Source: an optimization exercise on an open RTL-to-GDS flow (aim: small area, a short achievable clock period and few clock cycles per item). Production flows keep margins and buffers that such runs may drop.
In this exercise RTL edits were held to simulation tests only and were not proved equivalent to the original.

==> exp/onyx: inputs <==
==> flow/design.v <==
module top (
    input clk,
    input resetn,
    input [1:0] req_m2dbiu,
    input [31:0] adr_m2dbiu_flat,
    input [127:0] dat_m2dbiu_flat,
    input [1:0] we_m2dbiu,
    input [15:0] sel_m2dbiu_flat,
    output logic [127:0] dat_dbiu2m_flat,
    output logic [1:0] ack_dbiu2m,
    output logic mem_wreq,
    output logic [11:0] mem_waddr,
    output logic [127:0] mem_wdata,
    output logic mem_rreq,
    output logic [11:0] mem_raddr,
    input mem_ack,
    input [127:0] mem_rdata
);
  localparam int NE = 16;   
  localparam logic [1:0] S_IDLE = 2'd0;   
  localparam logic [1:0] S_EV = 2'd1;   
  localparam logic [1:0] S_WB = 2'd2;   
  localparam logic [1:0] S_RD = 2'd3;   
  logic [NE-1:0] valid, dirty;
  logic [NE-1:0][11:0] tq;   
  logic [NE-1:0][127:0] dq;   
  logic [1:0] st;
  logic who;   
  logic [3:0] vict;   
  logic [3:0] ptr;   
  logic prio;   
  logic [1:0] req, we, wpos;
  logic [1:0][11:0] la;
  logic [1:0][63:0] wd;
  logic [1:0][7:0] bsel;
  always_comb begin
    for (int p = 0; p < 2; p++) begin
      req[p] = req_m2dbiu[p];
      we[p] = we_m2dbiu[p];
      la[p] = adr_m2dbiu_flat[p*16+4+:12];
      wpos[p] = adr_m2dbiu_flat[p*16+3];
      wd[p] = dat_m2dbiu_flat[p*64+:64];
      bsel[p] = sel_m2dbiu_flat[p*8+:8];
    end
  end
  wire wb = (st == S_WB);
  wire fill = (st == S_RD) && mem_ack;
  logic [NE-1:0] vict_oh;
  always_comb begin
    vict_oh = '0;
    vict_oh[vict] = 1'b1;
  end
  logic [1:0][NE-1:0] hv;
  logic [1:0] hit;
  always_comb begin
    for (int p = 0; p < 2; p++) begin
      for (int e = 0; e < NE; e++) hv[p][e] = valid[e] && !wb && (tq[e] == la[p]);
      hit[p] = |hv[p];
    end
  end
  logic [1:0][63:0] dout;
  always_comb begin
    for (int p = 0; p < 2; p++) begin
      dout[p] = '0;
      for (int e = 0; e < NE; e++) begin
        if ((hv[p][e] && !wpos[p]) || (wb && vict_oh[e] && p == 0)) dout[p] = dout[p] | dq[e][63:0];
        if ((hv[p][e] && wpos[p]) || (wb && vict_oh[e] && p == 1)) dout[p] = dout[p] | dq[e][127:64];
      end
    end
  end
  assign dat_dbiu2m_flat = {dout[1], dout[0]};
  assign mem_wdata = {dout[1], dout[0]};
  wire [1:0] st_hit = req & we & hit;
  wire same_pos = (wpos[0] == wpos[1]);
  logic [1:0] go;   
  assign go[0] = st_hit[0] && !fill && !(st_hit[1] && same_pos && prio);
  assign go[1] = st_hit[1] && !fill && !(st_hit[0] && same_pos && !prio);
  assign ack_dbiu2m[0] = req[0] && hit[0] && (!we[0] || go[0]);
  assign ack_dbiu2m[1] = req[1] && hit[1] && (!we[1] || go[1]);
  logic [1:0][63:0] bus;
  always_comb begin
    for (int b = 0; b < 2; b++) begin
      if (fill) bus[b] = mem_rdata[b*64+:64];
      else if (go[0] && wpos[0] == b[0]) bus[b] = wd[0];
      else bus[b] = wd[1];
    end
  end
  logic [NE-1:0][15:0] ben;
  logic [NE-1:0] stored;
  always_comb begin
    for (int e = 0; e < NE; e++) begin
      for (int k = 0; k < 16; k++) begin
        ben[e][k] = (fill && vict_oh[e])
            || (go[0] && hv[0][e] && wpos[0] == k[3] && bsel[0][k%8])
            || (go[1] && hv[1][e] && wpos[1] == k[3] && bsel[1][k%8]);
      end
      stored[e] = (go[0] && hv[0][e]) || (go[1] && hv[1][e]);
    end
  end
  always_ff @(posedge clk) begin
    for (int e = 0; e < NE; e++)
      for (int k = 0; k < 16; k++)
        if (ben[e][k]) dq[e][8*k+:8] <= bus[k/8][8*(k%8)+:8];
  end
  wire [1:0] miss = req & ~hit;
  logic any_free;
  logic [3:0] first_free;
  always_comb begin
    any_free = 1'b0;
    first_free = '0;
    for (int e = NE - 1; e >= 0; e--) begin
      if (!valid[e]) begin
        any_free = 1'b1;
        first_free = e[3:0];
      end
    end
  end
  always_ff @(posedge clk) begin
    if (!resetn) begin
      st <= S_IDLE;
      valid <= '0;
      who <= 1'b0;
      vict <= '0;
      ptr <= '0;
      prio <= 1'b0;
    end else begin
      if (st_hit[0] && st_hit[1] && same_pos && !fill) prio <= !prio;
      case (st)
        S_IDLE:
        if (|miss) begin
          who <= (miss[0] && miss[1]) ? !who : miss[1];
          if (any_free) begin
            vict <= first_free;
            st <= S_RD;
          end else begin
            vict <= ptr;
            ptr <= ptr + 4'd1;
            valid[ptr] <= 1'b0;
            st <= S_EV;
          end
        end
        S_EV: st <= dirty[vict] ? S_WB : S_RD;
        S_WB: if (mem_ack) st <= S_RD;
        default:
        if (mem_ack) begin
          valid[vict] <= 1'b1;
          st <= S_IDLE;
        end
      endcase
    end
  end
  always_ff @(posedge clk) begin
    for (int e = 0; e < NE; e++) begin
      if (fill && vict_oh[e]) begin
        dirty[e] <= 1'b0;
        tq[e] <= mem_raddr;
      end else if (stored[e]) dirty[e] <= 1'b1;
    end
  end
  assign mem_rreq = (st == S_RD);
  assign mem_wreq = (st == S_WB);
  assign mem_raddr = who ? la[1] : la[0];
  assign mem_waddr = tq[vict];
endmodule
==> flow/run.sh <==
#!/bin/bash
# synth_recipe.tcl (not shown) runs the flow's synth.tcl, then flattens the netlist and writes it again
# the make line also repeats each setting of config.mk as NAME=value (left out here)
make -C /OpenROAD-flow-scripts/flow DESIGN_CONFIG=/design/flow/config.mk WORK_HOME=/design/flow/orfs CLKGATE_MAP_FILE= SYNTH_SCRIPT=/design/flow/synth_recipe.tcl finish
==> flow/config.mk <==
export PLATFORM = sky130hd
export DESIGN_NAME = top
export DESIGN_NICKNAME = top
export VERILOG_FILES = /design/flow/design.v
export SDC_FILE = /design/flow/constraint.sdc
export NUM_CORES = 4
export LEC_CHECK = 0
export CAP_MARGIN = 20
export CORE_MARGIN = 2
export CORE_UTILIZATION = 40
export SLEW_MARGIN = 20
==> flow/constraint.sdc <==
create_clock -name core_clock -period 9.0 [get_ports {clk}]
set_input_delay 1.8000 -clock core_clock [delete_from_list [all_inputs] [get_ports {clk}]]
set_output_delay 1.8000 -clock core_clock [all_outputs]
set_load 0.01 [all_outputs]
==> exp/willow (differences from exp/onyx) <==
Settings changed: CORE_UTILIZATION 40 to 65, SETUP_SLACK_MARGIN from default to 2.5.
==> comparison <==
Synthesized cell count is the same in exp/onyx and exp/willow.
exp/willow aborted during global routing (GRT-0232). exp/onyx completed with no timing, DRC or antenna violations.
Synthesized area is the same in exp/onyx and exp/willow.
Testbench counts of exp/onyx, summed over its fixed seeds: cycles 23,543, ops 30,720.
Testbench counts of exp/willow, summed over its fixed seeds: cycles 23,543, ops 30,720.

static timing again, ports no longer ideal:
In the flow no input, the clock included, has a driving cell. The finished layout below was timed again as built, in two steps. Step 1: set_driving_cell puts a clkbuf_16 on clk and a buf_2 on each other input, an assumption about the parent block. Step 2 also shifts input and output timing later by t, the mid clock arrival at the registers, as if the neighbouring blocks saw the same clock. Slacks: no drivers / after step 1 / after step 2; pairs: no drivers / after step 1.
run: exp/onyx
t (ns): 1.014
setup slack, ns: 0.336 / 0.177 / 0.177
worst hold slack (ns): 0.479 / 0.479 / 0.479
worst setup path after step 2: input to output
worst data-port slew with drivers (ns): 0.29
After both steps exp/onyx still meets setup and hold. For exp/onyx, drivers alone change the setup slack by -0.159 ns; drivers and shift together by -0.159 ns.
